Source: an optimization exercise on an open RTL-to-GDS flow (aim: small area, a short achievable clock period and few clock cycles per item). Production flows keep margins and buffers that such runs may drop.
Where RTL was checked, it was by simulation tests only, not by an equivalence proof against the original.
No functional check of the RTL was part of runs 1 and 3.
Power and IR drop assume default switching activity.

==> design.v <==
module unsigned_nonrestoring #(
    parameter int WIDTH = 32
) (
    input logic go,
    input logic[WIDTH-1:0] divisor,
    input logic[WIDTH-1:0] dividend,
    input logic clk, rst,
    output logic done,
    output logic[WIDTH-1:0] quotient,
    output logic[WIDTH-1:0] remainder,
    output logic divide_by_zero
);
logic align_R, iter_R, done_R, dbz_R;
logic [4:0] cnt_R;
logic [31:0] Q_R, R_R, B_R;
logic [4:0] lza_R;
logic [5:0] lzb_R;
assign done = done_R;
assign divide_by_zero = dbz_R;
assign quotient = Q_R;
assign remainder = R_R;
function automatic logic [5:0] lzc32(input logic [31:0] x);
    logic [15:0] v1; logic [15:0] c1;
    logic [7:0] v2; logic [1:0] c2 [8];
    logic [3:0] v3; logic [2:0] c3 [4];
    logic [1:0] v4; logic [3:0] c4 [2];
    for (int i = 0; i < 16; i++) begin
        v1[i] = x[2*i+1] | x[2*i];
        c1[i] = ~x[2*i+1];
    end
    for (int i = 0; i < 8; i++) begin
        v2[i] = v1[2*i+1] | v1[2*i];
        c2[i] = v1[2*i+1] ? {1'b0, c1[2*i+1]} : {1'b1, c1[2*i]};
    end
    for (int i = 0; i < 4; i++) begin
        v3[i] = v2[2*i+1] | v2[2*i];
        c3[i] = v2[2*i+1] ? {1'b0, c2[2*i+1]} : {1'b1, c2[2*i]};
    end
    for (int i = 0; i < 2; i++) begin
        v4[i] = v3[2*i+1] | v3[2*i];
        c4[i] = v3[2*i+1] ? {1'b0, c3[2*i+1]} : {1'b1, c3[2*i]};
    end
    if (v4[1]) lzc32 = {2'b00, c4[1]};
    else if (v4[0]) lzc32 = {2'b01, c4[0]};
    else lzc32 = 6'd32;
endfunction
logic [6:0] d;
logic [31:0] bsh;
logic bzero, qzero;
logic [5:0] lza6;
always_comb begin
    d = {1'b0, lzb_R} - {2'b0, lza_R};
    bzero = lzb_R[5];
    lza6 = lzc32(dividend);
    qzero = d[6];
    bsh = divisor << d[4:0];
end
logic [32:0] diff;
logic qd;
logic [32:0] sx, sz, sg, sp, G, P;
always_comb begin
    sx = {1'b0, R_R}; sz = ~{1'b0, B_R};
    sg = sx & sz; sp = sx ^ sz;
    G = {sg[32:1], sg[0] | sp[0]}; P = sp;
    G[31] = G[31] | (P[31] & G[30]); P[31] = P[31] & P[30];
    G[29] = G[29] | (P[29] & G[28]); P[29] = P[29] & P[28];
    G[27] = G[27] | (P[27] & G[26]); P[27] = P[27] & P[26];
    G[25] = G[25] | (P[25] & G[24]); P[25] = P[25] & P[24];
    G[23] = G[23] | (P[23] & G[22]); P[23] = P[23] & P[22];
    G[21] = G[21] | (P[21] & G[20]); P[21] = P[21] & P[20];
    G[19] = G[19] | (P[19] & G[18]); P[19] = P[19] & P[18];
    G[17] = G[17] | (P[17] & G[16]); P[17] = P[17] & P[16];
    G[15] = G[15] | (P[15] & G[14]); P[15] = P[15] & P[14];
    G[13] = G[13] | (P[13] & G[12]); P[13] = P[13] & P[12];
    G[11] = G[11] | (P[11] & G[10]); P[11] = P[11] & P[10];
    G[9] = G[9] | (P[9] & G[8]); P[9] = P[9] & P[8];
    G[7] = G[7] | (P[7] & G[6]); P[7] = P[7] & P[6];
    G[5] = G[5] | (P[5] & G[4]); P[5] = P[5] & P[4];
    G[3] = G[3] | (P[3] & G[2]); P[3] = P[3] & P[2];
    G[1] = G[1] | (P[1] & G[0]); P[1] = P[1] & P[0];
    G[31] = G[31] | (P[31] & G[29]); P[31] = P[31] & P[29];
    G[30] = G[30] | (P[30] & G[29]); P[30] = P[30] & P[29];
    G[27] = G[27] | (P[27] & G[25]); P[27] = P[27] & P[25];
    G[26] = G[26] | (P[26] & G[25]); P[26] = P[26] & P[25];
    G[23] = G[23] | (P[23] & G[21]); P[23] = P[23] & P[21];
    G[22] = G[22] | (P[22] & G[21]); P[22] = P[22] & P[21];
    G[19] = G[19] | (P[19] & G[17]); P[19] = P[19] & P[17];
    G[18] = G[18] | (P[18] & G[17]); P[18] = P[18] & P[17];
    G[15] = G[15] | (P[15] & G[13]); P[15] = P[15] & P[13];
    G[14] = G[14] | (P[14] & G[13]); P[14] = P[14] & P[13];
    G[11] = G[11] | (P[11] & G[9]); P[11] = P[11] & P[9];
    G[10] = G[10] | (P[10] & G[9]); P[10] = P[10] & P[9];
    G[7] = G[7] | (P[7] & G[5]); P[7] = P[7] & P[5];
    G[6] = G[6] | (P[6] & G[5]); P[6] = P[6] & P[5];
    G[3] = G[3] | (P[3] & G[1]); P[3] = P[3] & P[1];
    G[2] = G[2] | (P[2] & G[1]); P[2] = P[2] & P[1];
    G[31] = G[31] | (P[31] & G[27]); P[31] = P[31] & P[27];
    G[30] = G[30] | (P[30] & G[27]); P[30] = P[30] & P[27];
    G[29] = G[29] | (P[29] & G[27]); P[29] = P[29] & P[27];
    G[28] = G[28] | (P[28] & G[27]); P[28] = P[28] & P[27];
    G[23] = G[23] | (P[23] & G[19]); P[23] = P[23] & P[19];
    G[22] = G[22] | (P[22] & G[19]); P[22] = P[22] & P[19];
    G[21] = G[21] | (P[21] & G[19]); P[21] = P[21] & P[19];
    G[20] = G[20] | (P[20] & G[19]); P[20] = P[20] & P[19];
    G[15] = G[15] | (P[15] & G[11]); P[15] = P[15] & P[11];
    G[14] = G[14] | (P[14] & G[11]); P[14] = P[14] & P[11];
    G[13] = G[13] | (P[13] & G[11]); P[13] = P[13] & P[11];
    G[12] = G[12] | (P[12] & G[11]); P[12] = P[12] & P[11];
    G[7] = G[7] | (P[7] & G[3]); P[7] = P[7] & P[3];
    G[6] = G[6] | (P[6] & G[3]); P[6] = P[6] & P[3];
    G[5] = G[5] | (P[5] & G[3]); P[5] = P[5] & P[3];
    G[4] = G[4] | (P[4] & G[3]); P[4] = P[4] & P[3];
    G[31] = G[31] | (P[31] & G[23]); P[31] = P[31] & P[23];
    G[30] = G[30] | (P[30] & G[23]); P[30] = P[30] & P[23];
    G[29] = G[29] | (P[29] & G[23]); P[29] = P[29] & P[23];
    G[28] = G[28] | (P[28] & G[23]); P[28] = P[28] & P[23];
    G[27] = G[27] | (P[27] & G[23]); P[27] = P[27] & P[23];
    G[26] = G[26] | (P[26] & G[23]); P[26] = P[26] & P[23];
    G[25] = G[25] | (P[25] & G[23]); P[25] = P[25] & P[23];
    G[24] = G[24] | (P[24] & G[23]); P[24] = P[24] & P[23];
    G[15] = G[15] | (P[15] & G[7]); P[15] = P[15] & P[7];
    G[14] = G[14] | (P[14] & G[7]); P[14] = P[14] & P[7];
    G[13] = G[13] | (P[13] & G[7]); P[13] = P[13] & P[7];
    G[12] = G[12] | (P[12] & G[7]); P[12] = P[12] & P[7];
    G[11] = G[11] | (P[11] & G[7]); P[11] = P[11] & P[7];
    G[10] = G[10] | (P[10] & G[7]); P[10] = P[10] & P[7];
    G[9] = G[9] | (P[9] & G[7]); P[9] = P[9] & P[7];
    G[8] = G[8] | (P[8] & G[7]); P[8] = P[8] & P[7];
    G[31] = G[31] | (P[31] & G[15]); P[31] = P[31] & P[15];
    G[30] = G[30] | (P[30] & G[15]); P[30] = P[30] & P[15];
    G[29] = G[29] | (P[29] & G[15]); P[29] = P[29] & P[15];
    G[28] = G[28] | (P[28] & G[15]); P[28] = P[28] & P[15];
    G[27] = G[27] | (P[27] & G[15]); P[27] = P[27] & P[15];
    G[26] = G[26] | (P[26] & G[15]); P[26] = P[26] & P[15];
    G[25] = G[25] | (P[25] & G[15]); P[25] = P[25] & P[15];
    G[24] = G[24] | (P[24] & G[15]); P[24] = P[24] & P[15];
    G[23] = G[23] | (P[23] & G[15]); P[23] = P[23] & P[15];
    G[22] = G[22] | (P[22] & G[15]); P[22] = P[22] & P[15];
    G[21] = G[21] | (P[21] & G[15]); P[21] = P[21] & P[15];
    G[20] = G[20] | (P[20] & G[15]); P[20] = P[20] & P[15];
    G[19] = G[19] | (P[19] & G[15]); P[19] = P[19] & P[15];
    G[18] = G[18] | (P[18] & G[15]); P[18] = P[18] & P[15];
    G[17] = G[17] | (P[17] & G[15]); P[17] = P[17] & P[15];
    G[16] = G[16] | (P[16] & G[15]); P[16] = P[16] & P[15];
    G[32] = G[32] | (P[32] & G[31]); P[32] = P[32] & P[31];
    diff[0] = ~sp[0];
    for (int i = 1; i < 33; i++) diff[i] = sp[i] ^ G[i-1];
    qd = !diff[32];
end
always_ff @(posedge clk or posedge rst) begin
    if (rst) begin
        align_R <= 1'b0;
        iter_R <= 1'b0;
        done_R <= 1'b0;
        dbz_R <= 1'b0;
    end else begin
        done_R <= 1'b0;
        if (align_R) begin
            align_R <= 1'b0;
            dbz_R <= bzero;
            if (bzero || qzero) done_R <= 1'b1;
            else iter_R <= 1'b1;
        end else if (iter_R) begin
            if (cnt_R == 5'd0) begin
                iter_R <= 1'b0;
                done_R <= 1'b1;
            end
        end else if (go) begin
            align_R <= 1'b1;
        end
    end
end
always_ff @(posedge clk) begin
    lza_R <= lza6[4:0] | {5{lza6[5]}};
    lzb_R <= lzc32(divisor);
    if (align_R) begin
        B_R <= bsh;
        Q_R <= '0;
        cnt_R <= d[4:0];
    end else begin
        B_R <= {1'b0, B_R[31:1]};
        Q_R <= {Q_R[30:0], qd};
        cnt_R <= cnt_R - 5'd1;
    end
    if (!iter_R) R_R <= dividend;
    else if (qd) R_R <= diff[31:0];
end
endmodule
==> flow/run.sh <==
#!/bin/bash
# The standard layout, with the port buffers made from the smallest plain buffer
# (buf_1) instead of the cell buffer_ports picks by itself.
set -euo pipefail
bash standard.sh 'BUFFER_PORTS_ARGS=-buffer_cell sky130_fd_sc_hd__buf_1' finish > make.log 2>&1
==> standard.sh <==
#!/bin/bash
# synth_recipe.tcl (not shown) runs the flow's synth.tcl, then flattens the netlist and writes it again
# the make line also repeats each setting of config.mk as NAME=value (left out here)
make -C /OpenROAD-flow-scripts/flow DESIGN_CONFIG=/design/flow/config.mk WORK_HOME=/design/flow/orfs CLKGATE_MAP_FILE= SYNTH_SCRIPT=/design/flow/synth_recipe.tcl "${@:-finish}"
==> config.mk <==
export PLATFORM = sky130hd
export DESIGN_NAME = unsigned_nonrestoring
export DESIGN_NICKNAME = unsigned_nonrestoring
export VERILOG_FILES = /design/flow/design.v
export SDC_FILE = /design/flow/constraint.sdc
export NUM_CORES = 4
export LEC_CHECK = 0
export ABC_AREA = 1
export CAP_MARGIN = 20
export CORE_MARGIN = 2
export CORE_UTILIZATION = 40
export CTS_BUF_LIST = sky130_fd_sc_hd__clkbuf_8
export SETUP_SLACK_MARGIN = 3.5
export SLEW_MARGIN = 20
==> constraint.sdc <==
create_clock -name core_clock -period 6.0 [get_ports {clk}]
set_input_delay 1.2000 -clock core_clock [delete_from_list [all_inputs] [get_ports {clk}]]
set_output_delay 1.2000 -clock core_clock [all_outputs]
set_load 0.01 [all_outputs]
==> results of run 1 <==
logic make-up (layout without fill, tap and decap cells):
family / Yosys count / count (layout) / share of synthesized area
AND/OR/NAND/NOR: 596 / 599 / 0.3184
buffers and inverters: 225 / 378 / 0.1117
AO/OA/AOI/OAI: 179 / 179 / 0.1288
flip-flops: 116 / 116 / 0.3426
adder cells (fa/ha/maj): 44 / 44 / 0.07663
XOR/XNOR: 14 / 16 / 0.01674
multiplexers: 4 / 4 / 0.005152
cells in the mapped netlist, types with 2 or more instances:
cell / instances
nand2_1: 331
inv_1: 179
nand3_1: 145
nor2_1: 96
dfxtp_1: 80
o21ai_0: 77
a21oi_1: 56
ha_1: 38
edfxtp_1: 32
clkbuf_1: 26
o211ai_1: 26
buf_2: 13
nor3_1: 10
xor2_1: 9
o22ai_1: 8
fa_1: 6
or2_2: 6
nand4_1: 5
dfrtp_1: 4
mux2i_1: 4
xnor2_1: 4
o31ai_1: 3
buf_1: 2
buf_4: 2
inv_2: 2
o21ai_1: 2
o221ai_1: 2
tightest hold or removal path: cells and delay by family, from the launching register on:
kind / cells / cell delay [ns]
simple gates: 1 / 0.03
flops: 1 / 0.32
buf+inv: 1 / 0.05
power breakdown:
| group | total [mW] | leakage (nW) | switching (mW) | internal [mW] |
|---|---|---|---|---|
| sequential | 1.40 | 1.05 | 0.219 | 1.18 |
| clock | 0.743 | 0.202 | 0.397 | 0.346 |
| combinational | 2.94 | 3.16 | 1.86 | 1.09 |
what timing repair did:
item	CTS	global route
gates resized for setup	19	31
gates cloned	6	2
setup endpoints to repair	81	79
hold endpoints to repair	0	0
setup buffers	10	14
pin swaps	5	13
hold buffers	0	0
layer usage:
layer,wire [um],global-route usage,part of all wire
met5,0,0,0
met3,1556,0.04632,0.065
met1,10650,0.3089,0.44
met4,794,0.1063,0.033
met2,11120,0.3799,0.46
cell usage in the layout (no fill, tap or decap), drive strengths merged, types with 2 or more instances in the layout:
cell type / n
mux2i: 4
edfxtp: 32
or2: 6
nand4: 5
nor3: 11
ha: 38
dfxtp: 80
o211ai: 26
nand2: 331
clkinv: 2
xor2: 10
clkinvlp: 3
buf: 161
inv: 193
o22ai: 8
nand3: 147
clkbuf: 17
o21ai: 79
dfrtp: 4
o221ai: 2
fa: 6
o31ai: 3
a21oi: 56
xnor2: 6
nor2: 99
state kept, by name (all words and copies together), names as in the netlist:
register  count
Q_R          32
B_R          32
lza_R         5
dbz_R         1
R_R          32
cnt_R         5
lzb_R         6
done_R        1
align_R       1
iter_R        1
area by class of cell:
cell class	instances	area [um^2]	share of cell area
clock buffer	17	234.0	0.02488
clock inverter	15	155.1	0.01650
sequential	116	2666	0.2836
timing repair inverter	2	12.51	0.001331
multi-input combinational	842	4478	0.4762
inverter	182	691.9	0.07359
timing repair buffer	162	839.6	0.08929
tap	260	325.3	0.03460
path summary, 6_finish.rpt:
check	end	slack, ns	from
setup / recovery	B_R[13]	3.61	lzb_R[0]
hold / removal	Q_R[19]	0.42	Q_R[18]
setup reg to reg	B_R[13]	3.61	lzb_R[0]
hold reg to reg	Q_R[19]	0.42	Q_R[18]
max in group asynchronous	align_R	5.23	rst
min in group asynchronous	align_R	0.59	rst
==> key figures, run 1 <==
Layout
  – Final Util: 0.4977
  – Cell Count, Final, Fillers Out: 1,596
  – Antenna diode instance count: 0
  – Fillers: 1,994
  – Fraction of layout cells with a size suffix above 1: 0.07859
  – Area Growth Syn to Fin: 20.98%
  – Nets@finish: 1,434
  – Post-Layout Inst Area: 0.009403 mm^2

STA
  – Fin Hold WS: 0.4225 ns
  – Worst setup margin: 3.609 ns
  – Slew HR: 0.6096
  – Part of the cycle the worst path needs: 0.3986
  – Total negative setup slack: 0 ns
  – Least-Margin Pin Slew: 0.5820 ns
  – Minimum clock period: 2.391 ns
  – Final Max Slew Viols: 0
  – Final setup violation count: 0
  – Final Hold Fails: 0
  – Clock Skew: 0.01500 ns
  – FMAX: 0.4182 GHz
  – Unrepaired setup endpoints after global routing: true

Floorplanning
  – Placement Rows: 50
  – Overall die area: 0.02056 mm^2
  – Core footprint: 0.01889 mm^2
  – Die Wd: 143.4 um
  – Die extent in y: 143.4 um
  – I/O pin count: 133
  – Starting Density: 0.4114

CTS
  – Bufs on Longest Clock Path: 2
  – Clock Pin Slew Worst Setup and Hold Paths: 0.08 ns
  – CTS tree: built
  – CTS Sinks: 116
  – CTS buffer count: 17
  – Skew-Pair Late Insertion Delay: 0.47 ns
  – CTS H-tree depth: 4
  – CTS root buffer: clkbuf_8

Critical path
  – Reg2reg path depth: 13
  – Required @ worst endpoint: 6.39 ns
  – Cell Chain, Critical Path: inv_2 > ha_4 > inv_1 > fa_2 > buf_12 > clkinvlp_4 > buf_6 > nand2_1 > nand3_1 > o211ai_1 > buf_4 > nand3_1 > o21ai_1
  – Crit path depth: 13
  – Worst setup EP type: flip-flop
  – Crit Path Class: flip-flop to flip-flop
  – Critical path's largest stage delay: 0.57 ns
  – Largest fanout on the critical path: 7
  – Critical path buffers and inverters: 6
  – Worst setup SP type: flip-flop
  – CP max stage cell: fa_2
  – Worst EP arrival: 2.78 ns
  – Critical path's most frequent cell: nand3_1
  – Delay-heaviest family, CP: buffers and inverters

Global route
  – Pin count of the biggest net entering global routing: 59
  – All-Layer GR Usage: 0.2368
  – GRT Residual Overflow: 0
  – Initial antenna violation count: 0
  – First-pass GRT wire length: 37,760 um
  – Number of global-route vias before repair: 7,364

Place
  – # placed instances: 1,532
  – Setup WS pre-CTS: 2.968 ns
  – Area post-placement: 0.008481 mm^2
  – Placer Congestion: 0.8722
  – Post-DP HPWL: 17,510 um
  – IO buf count: 132

Drt
  – Vias: 8,054
  – Number of remaining DRC errors: 0
  – Drt first pass iters: 5
  – Routed WL per cell: 15.11 um
  – Iter 0 DRT Violations: 510
  – Remaining antenna violation count: 0
  – DR vias/cell: 5.046
  – Routed wire length: 24,120 um

Synthesis
  – Synth Instances: 1,178
  – Top cells by area, synth: dfxtp_1, nand2_1, edfxtp_1
  – Commonest register cell after synthesis: dfxtp_1
  – Syn_area_per_cell: 6.598 um^2
  – Ys Warns: 7
  – #FFs+latches synth: 116
  – Asr flop ratio synth: 0.03448
  – Seq/Total Area, Yosys: 0.3426
  – EDFF count, synth: 32
  – Mapped cell area: 0.007772 mm^2
  – Syn Nets: 1,289
  – Leading area contributor after synthesis: dfxtp_1
  – Post-synth top area share: 0.2061
  – Synth unique cells: 37

Worst hold path
  – WHS Path Cells: 2
  – Worst min path class: flip-flop to flip-flop

Power and ir drop
  – Power per cell area: 540.8 mW/mm^2
  – Max VDD drop: 0.0002074 V
  – Leak: 4.406 nW
  – Overall Power: 5.085 mW

Flow run
  – MaxCap Viol Count: 0

Outcome
  – Status: finished clean
==> inputs of run 2 (changes only) <==
--- a/design.v
+++ b/design.v
@@ -183,6 +183,6 @@
         cnt_R <= cnt_R - 5'd1;
     end
-    if (!iter_R) R_R <= dividend;
-    else if (qd) R_R <= diff[31:0];
+    if (!align_R && !iter_R) R_R <= dividend;
+    else if (iter_R && qd) R_R <= diff[31:0];
 end
 endmodule
==> flow/run.sh (replaced) <==
#!/bin/bash
# The standard layout, with the port buffers made from the smallest plain buffer
# (buf_1) instead of the cell buffer_ports picks by itself, and no gate cloning in
# timing repair.
set -euo pipefail
bash standard.sh 'BUFFER_PORTS_ARGS=-buffer_cell sky130_fd_sc_hd__buf_1' 'SKIP_GATE_CLONING=1' finish > make.log 2>&1
==> run 2 against run 1 <==
  * Sequential cell count stayed put
  * Routed wire length fell by 7.5%
  * Clock skew is 0.0034 ns lower
  * Setup slack got worse by 0.012 ns
  * Combinational power increased by 3%
  * Critical path type unchanged
  * Area after synthesis is 0.48% higher
==> key figures, run 2 <==
Floorplanning
  – I/O pin count: 133
  – Starting Density: 0.4039
  – Die Wd: 143.7 um
  – Overall die area: 0.02066 mm^2
  – Placement Rows: 51
  – Core footprint: 0.01933 mm^2
  – Die extent in y: 143.7 um

STA
  – Clock Skew: 0.01163 ns
  – Unrepaired setup endpoints after global routing: true
  – Least-Margin Pin Slew: 0.6567 ns
  – Final Hold Fails: 0
  – Part of the cycle the worst path needs: 0.4006
  – Final setup violation count: 0
  – FMAX: 0.4161 GHz
  – Final Max Slew Viols: 0
  – Minimum clock period: 2.404 ns
  – Slew HR: 0.5615
  – Total negative setup slack: 0 ns

Power and ir drop
  – P_int: 2.800 mW
  – Switch share: 0.4688
  – Clock share of power: 0.154
  – Max VDD drop: 0.0001944 V
  – Overall Power: 5.272 mW
  – Power per cell area: 565.0 mW/mm^2
  – Combinational power share: 0.576
  – Net Sw Power: 2.472 mW
  – Leak: 4.372 nW
  – Sequential Power Share: 0.270

Drt
  – Vias: 7,906
  – Remaining antenna violation count: 0
  – DR vias/cell: 4.951
  – Drt first pass iters: 6
  – Routed wire length: 22,310 um
  – Iter 0 DRT Violations: 608
  – Routed WL per cell: 13.97 um
  – Number of remaining DRC errors: 0

CTS
  – Hold Buf Count CTS: 0
  – CTS H-tree depth: 4
  – CTS Sinks: 116
  – Clock Pin Slew Worst Setup and Hold Paths: 0.08 ns
  – CTS buffer count: 17
  – CTS root buffer: clkbuf_8
  – Skew-Pair Late Insertion Delay: 0.44 ns
  – Bufs on Longest Clock Path: 2
  – CTS tree: built

Place
  – IO buf count: 132
  – Post-DP HPWL: 16,580 um
  – # placed instances: 1,541
  – Placer Congestion: 0.8655

Flow run
  – MaxCap Viol Count: 0

Critical path
  – FF-to-FF End: B_R[25]
  – Critical path buffers and inverters: 5
  – CP max stage cell: fa_1
  – Worst EP arrival: 2.73 ns
  – Delay-heaviest family, CP: buffers and inverters
  – Reg2reg path depth: 12
  – Critical path's most frequent cell: nand3_1
  – Cell Chain, Critical Path: ha_1 > inv_1 > fa_1 > buf_12 > clkinvlp_4 > dlymetal6s2s_1 > buf_4 > nand2_1 > nand3_1 > o211ai_1 > nand3_1 > nand3_1
  – R2r startpoint: lza_R[0]
  – Worst setup EP type: flip-flop
  – Largest fanout on the critical path: 14
  – Required @ worst endpoint: 6.32 ns
  – Critical path's largest stage delay: 0.46 ns
  – Crit Path Class: flip-flop to flip-flop
  – Worst setup SP type: flip-flop
  – Reg-to-reg slack, setup: 3.60 ns

Synthesis
  – Seq/Total Area, Yosys: 0.3409
  – EDFF count, synth: 32
  – Asr flop ratio synth: 0.03448
  – Synth top cells by count: nand2_1, inv_1, nand3_1
  – Syn_area_per_cell: 6.619 um^2
  – Leading area contributor after synthesis: dfxtp_1
  – Top cells by area, synth: dfxtp_1, nand2_1, edfxtp_1
  – Mapped cell area: 0.007810 mm^2
  – Commonest register cell after synthesis: dfxtp_1
  – Synth unique cells: 41
  – #FFs+latches synth: 116
  – Synth Instances: 1,180
  – Syn Nets: 1,291
  – Ys Warns: 7
  – Post-synth top area share: 0.2051
  – Most common cell in the netlist: nand2_1

Worst hold path
  – Worst Hold Launch: Q_R[30]
  – WHS Path Cells: 2
  – Worst Hold End: Q_R[31]
  – Worst min path class: flip-flop to flip-flop

Layout
  – Top flop regs: B_R (32), Q_R (32), R_R (32)
  – Commonest non-fill, non-tap cells in the layout: nand2_1, inv_1, nand3_1, buf_1, nor2_1
  – Fraction of layout cells with a size suffix above 1: 0.07958
  – Antenna diode instance count: 0
  – Commonest non-fill, non-tap cell in the layout: nand2_1
  – Area Growth Syn to Fin: 19.48%
  – Nets@finish: 1,430
  – Cell Count, Final, Fillers Out: 1,597
  – Fillers: 1,999

Global route
  – GRT Residual Overflow: 0
  – Number of global-route vias before repair: 6,921
  – Initial antenna violation count: 0
  – First-pass GRT wire length: 34,850 um
  – Pin count of the biggest net entering global routing: 60
  – All-Layer GR Usage: 0.2148

Outcome
  – Status: finished clean
==> run 2: worst max-delay path by stage <==
| stage | startpoint | end | slack (ns) | cells past startpoint |
|---|---|---|---|---|
| floorplan | R_R[0] | R_R[0] | 3.52 | 15 |
| global placement | lza_R[0] | B_R[19] | 3.16 | 12 |
| detailed placement | lza_R[0] | B_R[13] | 3.12 | 11 |
| CTS | lza_R[0] | B_R[20] | 3.51 | 12 |
| global route | lza_R[0] | B_R[12] | 3.49 | 11 |
| finish | lza_R[0] | B_R[25] | 3.60 | 12 |
==> run 2: repair_timing <==
item | CTS | global route
pin swaps | 2 | 5
endpoints found under the hold margin | 0 | 0
gates resized for setup | 9 | 30
setup buffers | 11 | 13
setup endpoints to repair | 72 | 81
==> run 2: worst register-to-register path, delay by kind of cell, from the launching register on <==
family / cells / cell delay (ns)
fa+ha+maj: 2 / 0.64
simple gates: 4 / 0.45
flops: 1 / 0.33
compound gates: 1 / 0.12
buf+inv: 5 / 0.74
==> run 2: layer usage <==
metal | GRT usage | vias up | routed length [um]
li1 | - | 4099 | -
met1 | 0.3144 | 3533 | 11100
met2 | 0.3213 | 255 | 9687
met3 | 0.03865 | 19 | 1247
met4 | 0.06347 | 0 | 281
met5 | 0 | - | 0
==> run 2: stage by stage <==
step                        util  hold slack, ns  cell area (um^2)  worst slack [ns]
after global routing      0.4826          0.4316              9331             3.492
after CTS                 0.4714          0.4140              9115             3.506
final                     0.4826          0.4135              9331             3.596
after detailed placement  0.4408          0.4096              8522             3.123
after floorplan                -          0.4306              7829             3.516
after global placement    0.4408          0.4046              8522             3.161
==> run 2: cell families after synthesis <==
logic type	after synthesis	share of synthesized area
compound gates	181	0.1310
flops	116	0.3409
fa+ha+maj	44	0.07626
simple gates	601	0.3204
buf+inv	222	0.1109
mux	4	0.005127
xor+xnor	12	0.01538
==> run 2: power by group through the flow <==
stage	registers [mW]	logic, mW	clock network [mW]
final	1.42	3.04	0.811
after global routing	1.46	3.46	0.856
after CTS	1.42	2.89	0.824
after detailed placement	1.44	2.71	0
after global placement	1.44	2.67	0
after floorplan	1.43	2.04	0
==> run 2: layout make-up <==
type	count	area, um^2	share of cell area
multi-input cells	842	4397	0.4712
repair buffers	162	798.3	0.08555
clock buffers	19	261.5	0.02802
flip-flops and latches	116	2668	0.2859
well taps	265	331.6	0.03553
inverters	180	695.7	0.07455
clock inverters	13	180.2	0.01931
Testbench counts of run 2, summed over its fixed seeds: cycles 32,895, divisions 3,200.
==> inputs of run 3 (changes only) <==
--- a/design.v
+++ b/design.v
@@ -14,6 +14,8 @@
 logic [4:0] cnt_R;
 logic [31:0] Q_R, R_R, B_R;
-logic [4:0] lza_R;
-logic [5:0] lzb_R;
+logic [2:0] lzah_R;            
+logic [3:0] lzbh_R;            
+logic [1:0] dl_R;              
+logic bl_R;                    
 assign done = done_R;
 assign divide_by_zero = dbz_R;
@@ -46,12 +48,19 @@
 endfunction
 logic [6:0] d;
+logic [4:0] dh;
 logic [31:0] bsh;
 logic bzero, qzero;
-logic [5:0] lza6;
+logic [5:0] lza6, lzb6;
+logic [4:0] lza5;
+logic [2:0] dl;
 always_comb begin
-    d = {1'b0, lzb_R} - {2'b0, lza_R};
-    bzero = lzb_R[5];
     lza6 = lzc32(dividend);
-    qzero = d[6];
+    lza5 = lza6[4:0] | {5{lza6[5]}};
+    lzb6 = lzc32(divisor);
+    dl = {1'b0, lzb6[1:0]} - {1'b0, lza5[1:0]};
+    dh = {1'b0, lzbh_R} - {2'b0, lzah_R} - {4'b0, bl_R};
+    d = {dh, dl_R};
+    bzero = lzbh_R[3];
+    qzero = dh[4];
     bsh = divisor << d[4:0];
 end
@@ -172,6 +181,8 @@
 end
 always_ff @(posedge clk) begin
-    lza_R <= lza6[4:0] | {5{lza6[5]}};
-    lzb_R <= lzc32(divisor);
+    lzah_R <= lza5[4:2];
+    lzbh_R <= lzb6[5:2];
+    dl_R <= dl[1:0];
+    bl_R <= dl[2];
     if (align_R) begin
         B_R <= bsh;
==> flow/run.sh (replaced) <==
#!/bin/bash
# The standard layout, with the port buffers made from the smallest plain buffer
# (buf_1) instead of the cell buffer_ports picks by itself.
set -euo pipefail
bash standard.sh 'BUFFER_PORTS_ARGS=-buffer_cell sky130_fd_sc_hd__buf_1' finish > make.log 2>&1
==> run 3 against run 2 <==
  * Still clean
  * Clock power is 13% lower
  * Clock-buffer cell count decreased by 1
  * Via count grew 3.3%
  * Final area grew 6.1%
  * Area after synthesis up 1.6%
  * First-iteration DRC count down 1.6%
  * Critical endpoint is now dl_R[1]
  * Sequential power barely moved
  * Non-clock buffer count up 9
  * Fmax decreased by 6.4%
==> key figures, run 3 <==
CTS
  – Clock Pin Slew Worst Setup and Hold Paths: 0.08 ns
  – CTS Sinks: 115
  – CTS H-tree depth: 4
  – Bufs on Longest Clock Path: 2
  – Skew-Pair Late Insertion Delay: 0.46 ns
  – CTS root buffer: clkbuf_8
  – CTS tree: built
  – CTS buffer count: 17

Global route
  – Initial antenna violation count: 0
  – Number of global-route vias before repair: 7,415
  – GRT Residual Overflow: 0
  – All-Layer GR Usage: 0.2302
  – Pin count of the biggest net entering global routing: 62
  – First-pass GRT wire length: 37,260 um

Critical path
  – Delay-heaviest family, CP: simple AND/OR/NAND/NOR gates
  – Reg-to-reg slack, setup: 3.45 ns
  – Critical path's most frequent cell: nor2_4
  – Largest fanout on the critical path: 4
  – CP max stage cell: fa_2
  – Crit path depth: 13
  – Critical path's largest stage delay: 0.41 ns
  – Crit Path Class: input port to flip-flop
  – Required @ worst endpoint: 6.34 ns
  – Critical path buffers and inverters: 4
  – Cell Chain, Critical Path: clkbuf_2 > nor2_4 > nand2_4 > nor2_4 > inv_4 > nor3_4 > o21ai_2 > nand3b_1 > nand2_1 > inv_1 > ha_2 > inv_2 > fa_2
  – Worst setup EP type: flip-flop
  – Worst EP arrival: 2.91 ns
  – Reg2reg path depth: 12
  – Worst setup SP type: input port

Drt
  – Iter 0 DRT Violations: 598
  – Vias: 8,163
  – Drt first pass iters: 6
  – Routed WL per cell: 15.28 um
  – Number of remaining DRC errors: 0
  – Remaining antenna violation count: 0
  – DR vias/cell: 5.105
  – Routed wire length: 24,430 um

Power and ir drop
  – Sequential Power Share: 0.264
  – Switch share: 0.4953
  – Clock share of power: 0.133
  – Max VDD drop: 0.0002852 V
  – Leak: 4.473 nW
  – P_int: 2.675 mW
  – Power per cell area: 535.5 mW/mm^2
  – Combinational power share: 0.603
  – Net Sw Power: 2.625 mW

Synthesis
  – Leading area contributor after synthesis: dfxtp_1
  – Mapped cell area: 0.007933 mm^2
  – Post-synth top area share: 0.1994
  – Top cells by area, synth: dfxtp_1, nand2_1, edfxtp_1
  – Seq/Total Area, Yosys: 0.3331
  – Ys Warns: 7
  – Most common cell in the netlist: nand2_1
  – Syn_area_per_cell: 6.763 um^2
  – Commonest register cell after synthesis: dfxtp_1
  – Synth top cells by count: nand2_1, inv_1, nand3_1
  – #FFs+latches synth: 115
  – Synth unique cells: 53
  – EDFF count, synth: 32
  – Synth Instances: 1,173
  – Syn Nets: 1,286
  – Asr flop ratio synth: 0.03478

Layout
  – Commonest non-fill, non-tap cell in the layout: nand2_1
  – Commonest non-fill, non-tap cells in the layout: nand2_1, inv_1, nand3_1, buf_1, nor2_1
  – Fraction of layout cells with a size suffix above 1: 0.1439
  – Final Util: 0.5086
  – Nets@finish: 1,434
  – Top flop regs: B_R (32), Q_R (32), R_R (32)
  – Antenna diode instance count: 0
  – Area Growth Syn to Fin: 24.78%

STA
  – Final setup violation count: 0
  – Total negative setup slack: 0 ns
  – Least-Margin Pin Slew: 0.8219 ns
  – Part of the cycle the worst path needs: 0.4279
  – Slew HR: 0.4515
  – Final Max Slew Viols: 0
  – Clock Skew: 0.01090 ns
  – FMAX: 0.3895 GHz
  – Final Hold Fails: 0
  – Minimum clock period: 2.567 ns
  – Unrepaired setup endpoints after global routing: true

Place
  – IO buf count: 132
  – Post-DP HPWL: 17,150 um
  – Placer Congestion: 0.9073

Floorplanning
  – Core footprint: 0.01946 mm^2
  – Die Wd: 144.8 um
  – Die extent in y: 144.8 um
  – Placement Rows: 51
  – I/O pin count: 133
  – Overall die area: 0.02097 mm^2
  – Starting Density: 0.4076

Outcome
  – Status: finished clean

Worst hold path
  – WHS Path Cells: 2
  – Worst min path class: flip-flop to flip-flop

Flow run
  – MaxCap Viol Count: 0
## run 3: cell count changes after synthesis, sizes merged, moves of 4 or more
cell    change
o22ai       -5
nor2       +11
a21oi      -10
o21ai       +6
o211ai      +4
clkbuf      -7
nand3       +7
nand2      -26
buf        +11
## run 3: power by group through the flow
stage	registers [mW]	logic [mW]	clock network, mW
3_3_place_gp	1.41	2.76	0
6_report	1.40	3.20	0.707
2_1_floorplan	1.42	2.11	0
4_1_cts	1.40	3.02	0.719
5_1_grt	1.43	3.61	0.753
3_5_place_dp	1.41	2.80	0
## run 3: worst reg2reg max path, stage by stage, from the launching register on
cell,delay [ns]
dfxtp_2,0.33
inv_2,0.03
fa_1,0.49
inv_1,0.07
ha_2,0.16
nor2_2,0.04
fa_2,0.40
xor2_4,0.20
inv_2,0.07
nor2_4,0.27
clkbuf_16,0.24
nand3_1,0.09
nand3_1,0.10
## run 3: routing by layer
layer,up-vias,wire length [um],track usage
met3,64,1330,0.03718
met1,3727,10440,0.2904
met4,0,863,0.08840
met5,-,0,0
li1,4121,-,-
met2,251,11800,0.3945
## run 3: final cells by class
type,count,area (um^2)
Inverter,182,714.4
Tap cell,265,331.6
Fill cell,2002,9564
Clock buffer,18,247.7
Timing Repair inverter,1,11.26
Multi-Input combinational cell,833,4843
Sequential cell,115,2645
Clock inverter,14,125.1
Timing Repair Buffer,171,979.7
## run 3: per-stage QoR
| stage | total power [mW] | cells | hold WS [ns] | worst slack, ns | area [um^2] |
|---|---|---|---|---|---|
| 2_1_floorplan | 3.522 | 1173 | 0.4298 | 3.222 | 7954 |
| 3_3_place_gp | 4.178 | 1531 | 0.4067 | 2.621 | 8598 |
| 3_5_place_dp | 4.213 | 1531 | 0.4126 | 2.652 | 8598 |
| 4_1_cts | 5.140 | 1586 | 0.4250 | 3.496 | 9478 |
| 5_1_grt | 5.792 | 1599 | 0.4364 | 3.313 | 9898 |
| 6_report | 5.300 | 1599 | 0.4212 | 3.433 | 9898 |
## run 3: cells by family after synthesis
group,Yosys count,share of synthesized area
flip-flops,115,0.3331
buffers and inverters,228,0.1175
XOR/XNOR,10,0.01199
multiplexers,2,0.002524
AO/OA/AOI/OAI,185,0.1371
adder cells (fa/ha/maj),46,0.08013
AND/OR/NAND/NOR,587,0.3177
## run 3: worst paths after layout
kind | startpoint | endpoint
min | Q_R[17] | Q_R[18]
max in group asynchronous | rst | align_R
min in group asynchronous | rst | dbz_R
min reg2reg | Q_R[17] | Q_R[18]
max | dividend[29] | dl_R[1]
max reg2reg | bl_R | B_R[26]
## run 3: timing repair
action / CTS / global route
endpoints found under the setup margin: 68 / 88
buffers inserted: 19 / 8
gates resized for setup: 64 / 65
hold buffers: 0 / 0
gates cloned: 4 / 5
hold endpoints to repair: 0 / 0
pin swaps: 32 / 28

-- separate check: timing with driven ports --
No port has a modelled driver above. Below, the same layouts with a new extraction and two added sets of constraints.
Step 1 assumes that a clkbuf_16 drives the clock port and a buf_2 every other input.
Step 2, shift: input delay + t, output delay - t, t = (earliest + latest rising clock arrival at the registers) / 2. This alone moves slack from input paths to output paths.
a / b / c = ideal ports / drivers / drivers and shift; a / b = the first two.
run	t, ns	slack for setup (ns)	clock arrival spread, ns	worst data-port slew with drivers (ns)
run 1	0.504	3.609 / 3.609 / 3.221	0.015 / 0.015	0.04
run 2	0.477	3.596 / 3.596 / 3.343	0.012 / 0.012	0.04
run 3	0.491	3.433 / 3.443 / 2.952	0.012 / 0.012	0.05
After both steps every run listed still meets setup and hold. The setup slack of run 3, which loses most, moves by +0.010 ns with the drivers and by -0.481 ns with both steps.
